From an optimization exercise on the open Yosys and OpenROAD flow, aimed at small area and a short achievable clock period; shortcuts taken in it are not production practice.
The RTL was checked by simulation tests, not by an equivalence proof against the original design.
Power is estimated from default activity; no workload was simulated.

==> 05-24: inputs <==
## cam
module cam #(
  parameter ARRAY_WIDTH_LOG2 = 5,
  parameter ARRAY_SIZE_LOG2 = 5
)
(
  input logic clk,
  input logic reset,
  input logic read_i,
  input logic [ARRAY_WIDTH_LOG2 - 1:0] read_index_i,
  input logic write_i,
  input logic [ARRAY_WIDTH_LOG2 - 1:0] write_index_i,
  input logic [2**ARRAY_WIDTH_LOG2 - 1:0] write_data_i,
  input logic search_i,
  input logic [2**ARRAY_WIDTH_LOG2 - 1:0] search_data_i,
  output logic read_valid_o,
  output logic [2**ARRAY_WIDTH_LOG2 - 1:0] read_value_o,
  output logic search_valid_o,
  output logic [ARRAY_WIDTH_LOG2 - 1:0] search_index_o
);
==> module cg_inv, before the edit <==
module cg_inv   (input logic a, output logic y); assign y = ~a; endmodule
==> module cam_prio, before the edit <==
module cam_prio (
  input  logic [31:0] m,       
  output logic [4:0]  idx,     
  output logic        any_n    
);
  logic [15:0] a1_n;
  for (genvar p = 0; p < 16; p++) begin : g_l1
    cg_nor2 u_a (.a(m[2*p+1]), .b(m[2*p]), .y(a1_n[p]));
  end
  logic [7:0] a2;
  logic [7:0] i2_0_n;
  for (genvar q = 0; q < 8; q++) begin : g_l2
    cg_nand2 u_a (.a(a1_n[2*q+1]), .b(a1_n[2*q]), .y(a2[q]));
    cg_a21oi u_0 (.a1(a1_n[2*q+1]), .a2(m[4*q+1]), .b1(m[4*q+3]), .y(i2_0_n[q]));
  end
  logic [3:0] a3_n;
  logic [3:0] i3_0, i3_1;
  for (genvar o = 0; o < 4; o++) begin : g_l3
    cg_nor2  u_a (.a(a2[2*o+1]), .b(a2[2*o]), .y(a3_n[o]));
    cg_o21ai u_0 (.a1(a2[2*o+1]), .a2(i2_0_n[2*o]), .b1(i2_0_n[2*o+1]), .y(i3_0[o]));
    cg_o21ai u_1 (.a1(a2[2*o+1]), .a2(a1_n[4*o+1]), .b1(a1_n[4*o+3]), .y(i3_1[o]));
  end
  logic [1:0] a4;
  logic [1:0] i4_0_n, i4_1_n, i4_2_n;
  for (genvar h = 0; h < 2; h++) begin : g_l4
    cg_nand2 u_a (.a(a3_n[2*h+1]), .b(a3_n[2*h]), .y(a4[h]));
    cg_a21oi u_0 (.a1(a3_n[2*h+1]), .a2(i3_0[2*h]), .b1(i3_0[2*h+1]), .y(i4_0_n[h]));
    cg_a21oi u_1 (.a1(a3_n[2*h+1]), .a2(i3_1[2*h]), .b1(i3_1[2*h+1]), .y(i4_1_n[h]));
    cg_a21oi u_2 (.a1(a3_n[2*h+1]), .a2(a2[4*h+1]), .b1(a2[4*h+3]), .y(i4_2_n[h]));
  end
  cg_nor2  u_a5 (.a(a4[1]), .b(a4[0]), .y(any_n));
  cg_o21ai u_i0 (.a1(a4[1]), .a2(i4_0_n[0]), .b1(i4_0_n[1]), .y(idx[0]));
  cg_o21ai u_i1 (.a1(a4[1]), .a2(i4_1_n[0]), .b1(i4_1_n[1]), .y(idx[1]));
  cg_o21ai u_i2 (.a1(a4[1]), .a2(i4_2_n[0]), .b1(i4_2_n[1]), .y(idx[2]));
  cg_o21ai u_i3 (.a1(a4[1]), .a2(a3_n[1]), .b1(a3_n[3]), .y(idx[3]));
  assign idx[4] = a4[1];
endmodule
==> module cam, before the edit <==
module cam #(
  parameter ARRAY_WIDTH_LOG2 = 5,
  parameter ARRAY_SIZE_LOG2 = 5
)
(
  input logic clk,
  input logic reset,
  input logic read_i,
  input logic [ARRAY_WIDTH_LOG2 - 1:0] read_index_i,
  input logic write_i,
  input logic [ARRAY_WIDTH_LOG2 - 1:0] write_index_i,
  input logic [2**ARRAY_WIDTH_LOG2 - 1:0] write_data_i,
  input logic search_i,
  input logic [2**ARRAY_WIDTH_LOG2 - 1:0] search_data_i,
  output logic read_valid_o,
  output logic [2**ARRAY_WIDTH_LOG2 - 1:0] read_value_o,
  output logic search_valid_o,
  output logic [ARRAY_WIDTH_LOG2 - 1:0] search_index_o
);
localparam W = 2**ARRAY_WIDTH_LOG2;
localparam N = 2**ARRAY_SIZE_LOG2;
logic [W-1:0]   data [N];
logic [N-1:0]   valid;
logic [N-1:0]   match;
logic [N-1:0]   we;
always_comb begin
  for (int k = 0; k < N; k++) begin
    we[k]   = write_i && !reset && (write_index_i == k[ARRAY_SIZE_LOG2-1:0]);
  end
end
always_ff @(posedge clk) begin
  if (reset) valid <= '0;
  else valid <= valid | we;
end
for (genvar k = 0; k < N; k++) begin : g_entry
  cam_row #(.W(W)) row (
    .clk(clk), .we(we[k]), .we_n(!we[k]),
    .wdata(write_data_i), .q(data[k])
  );
  cam_match cmp (.q(data[k]), .s(search_data_i), .valid(valid[k]), .m(match[k]));
end
localparam RD = 3;
logic [N-1:0] rsel_c [RD];
for (genvar c = 0; c < RD; c++) begin : g_rdec
  cam_rdec u (.a(read_index_i), .y(rsel_c[c]));
end
logic [W:0] rd;
for (genvar b = 0; b <= W; b++) begin : g_read
  logic [N-1:0] col;
  for (genvar k = 0; k < N; k++) begin : g_col
    if (b < W) begin : g_d
      assign col[k] = data[k][b];
    end else begin : g_v
      assign col[k] = valid[k];
    end
  end
  cam_read_bit rb (.sel(rsel_c[b / 11]), .d(col), .y(rd[b]));
end
assign read_value_o = rd[W-1:0];
assign read_valid_o = read_i && !reset && rd[W];
logic none;
cam_prio prio (.m(match), .idx(search_index_o), .any_n(none));
assign search_valid_o = search_i && !reset && !none;
endmodule
Settings: LEC_CHECK=0, CAP_MARGIN=20, CORE_MARGIN=2, CORE_UTILIZATION=55, SETUP_SLACK_MARGIN=2.0, SLEW_MARGIN=20, SYNTH_HIERARCHICAL=1; clock period 7.0 ns.
standard.sh (not shown) runs the stock make flow with config.mk's settings and CLKGATE_MAP_FILE= SYNTH_SCRIPT=/design/flow/synth_recipe.tcl, a recipe that flattens the netlist after the stock synthesis.
==> flow/flow/run.sh <==
#!/bin/bash
# Layout flow: the standard flow (standard.sh, unchanged synthesis and
# steps), with two settings passed to ORFS through the environment:
#  - ports are buffered with buf_4 instead of the resizer's default choice
#    (a slow clkdlybuf4s50 delay cell);
#  - clock tree synthesis runs without dummy loads and builds the tree from
#    clkbuf_8 cells.
# The full output of the flow goes to flow.log in the work folder; ORFS's
# per-step logs stay under orfs/logs/.
set -o pipefail
export BUFFER_PORTS_ARGS="-buffer_cell sky130_fd_sc_hd__buf_4"
export CTS_ARGS="-sink_clustering_enable -repair_clock_nets -dont_use_dummy_load -buf_list sky130_fd_sc_hd__clkbuf_8"
bash standard.sh > flow.log 2>&1
==> 11-28 (differences from 05-24) <==
--- a/flow/design.v
+++ b/flow/design.v
@@ -8,3 +8,3 @@
 module cg_o21ai (input logic a1, a2, b1, output logic y); assign y = ~((a1 | a2) & b1); endmodule
-module cg_inv   (input logic a, output logic y); assign y = ~a; endmodule
+module cg_a41oi (input logic a1, a2, a3, a4, b1, output logic y); assign y = ~((a1 & a2 & a3 & a4) | b1); endmodule
 module cam_row #(parameter W = 32) (
@@ -71,4 +71,5 @@
   input  logic [31:0] m,       
+  input  logic        en_n,    
   output logic [4:0]  idx,     
-  output logic        any_n    
+  output logic        found    
 );
@@ -99,3 +100,3 @@
   end
-  cg_nor2  u_a5 (.a(a4[1]), .b(a4[0]), .y(any_n));
+  cg_a41oi u_f (.a1(a3_n[0]), .a2(a3_n[1]), .a3(a3_n[2]), .a4(a3_n[3]), .b1(en_n), .y(found));
   cg_o21ai u_i0 (.a1(a4[1]), .a2(i4_0_n[0]), .b1(i4_0_n[1]), .y(idx[0]));
@@ -147,3 +148,3 @@
 end
-localparam RD = 3;
+localparam RD = 4;
 logic [N-1:0] rsel_c [RD];
@@ -162,3 +163,3 @@
   end
-  cam_read_bit rb (.sel(rsel_c[b / 11]), .d(col), .y(rd[b]));
+  cam_read_bit rb (.sel(rsel_c[b / 9]), .d(col), .y(rd[b]));
 end
@@ -166,5 +167,5 @@
 assign read_valid_o = read_i && !reset && rd[W];
-logic none;
-cam_prio prio (.m(match), .idx(search_index_o), .any_n(none));
-assign search_valid_o = search_i && !reset && !none;
+logic search_off;
+assign search_off = !search_i || reset;
+cam_prio prio (.m(match), .en_n(search_off), .idx(search_index_o), .found(search_valid_o));
 endmodule
--- a/flow/flow/run.sh
+++ b/flow/flow/run.sh
@@ -6,3 +6,3 @@
 #  - clock tree synthesis runs without dummy loads and builds the tree from
-#    clkbuf_8 cells.
+#    clkbuf_16 cells, each driving a cluster of up to 24 flip-flops.
 # The full output of the flow goes to flow.log in the work folder; ORFS's
@@ -11,3 +11,3 @@
 export BUFFER_PORTS_ARGS="-buffer_cell sky130_fd_sc_hd__buf_4"
-export CTS_ARGS="-sink_clustering_enable -repair_clock_nets -dont_use_dummy_load -buf_list sky130_fd_sc_hd__clkbuf_8"
+export CTS_ARGS="-sink_clustering_enable -repair_clock_nets -dont_use_dummy_load -buf_list sky130_fd_sc_hd__clkbuf_16 -sink_clustering_size 24 -sink_clustering_max_diameter 80"
 bash standard.sh > flow.log 2>&1
Settings changed: CORE_UTILIZATION 55 to 70, SETUP_SLACK_MARGIN 2.0 to 2.2.
==> flow_summary_export.csv <==
group,metric,value,unit
outcome,outcome,"finished clean",
floorplanning,initial_utilization,70.6,%
sta,min_period,4.97,ns
place,place_inst,5848,
sta,relSlewSlack,35.4,%
final_layout,final_core_util,75.1,%
global_route,grt_pass1_wl,253,mm
pwr,vdd_ir_drop_max,0.311,mV
sta,fmax,201,MHz
sta,worst_pin_slew,0.970,ns
yosys,synth-xor-area-share,17.4,%
clocking,cts_setup_buffers,4,
sta,final_min_period_over_clock_period,71.0,%
worst_hold_path,holdCritStartpoint,"valid[20]$_SDFF_PP0_",
route,routed-wl-met3,20.9,mm
That was 11-28.
==> flow_summary_export.csv <==
group,metric,value,unit
outcome,outcome,"finished clean",
final_layout,final_core_util,59.9,%
route,routed-wl-met3,15.4,mm
yosys,synth-xor-area-share,17.5,%
floorplanning,initial_utilization,55.7,%
sta,min_period,5.07,ns
sta,final_min_period_over_clock_period,72.5,%
worst_hold_path,holdCritStartpoint,"valid[1]$_SDFF_PP0_",
place,place_inst,6115,
sta,relSlewSlack,33.4,%
That was 05-24.

-- static timing again, ports no longer ideal --
The results above use ideal ports. As a check the final layouts listed here were re-extracted and re-timed, cells and wires unchanged.
Step 1 assumes that a clkbuf_16 drives the clock port and a buf_2 every other input.
Step 2, shift: input delay + t, output delay - t, t = (earliest + latest rising clock arrival at the registers) / 2. This alone moves slack from input paths to output paths.
a / b / c = ideal ports / drivers / drivers and shift; a / b = the first two.
| run | t (ns) | slack for setup (ns) | hold WS [ns] |
|---|---|---|---|
| 05-24 | 0.904 | 1.925 / 1.902 / 1.902 | 0.487 / 0.487 / 0.487 |
| 11-28 | 0.718 | 2.032 / 1.958 / 1.958 | 0.489 / 0.489 / 0.489 |
After both steps every run listed still meets setup and hold. For 11-28, which loses most, drivers alone change the setup slack by -0.074 ns; drivers and shift together by -0.074 ns.
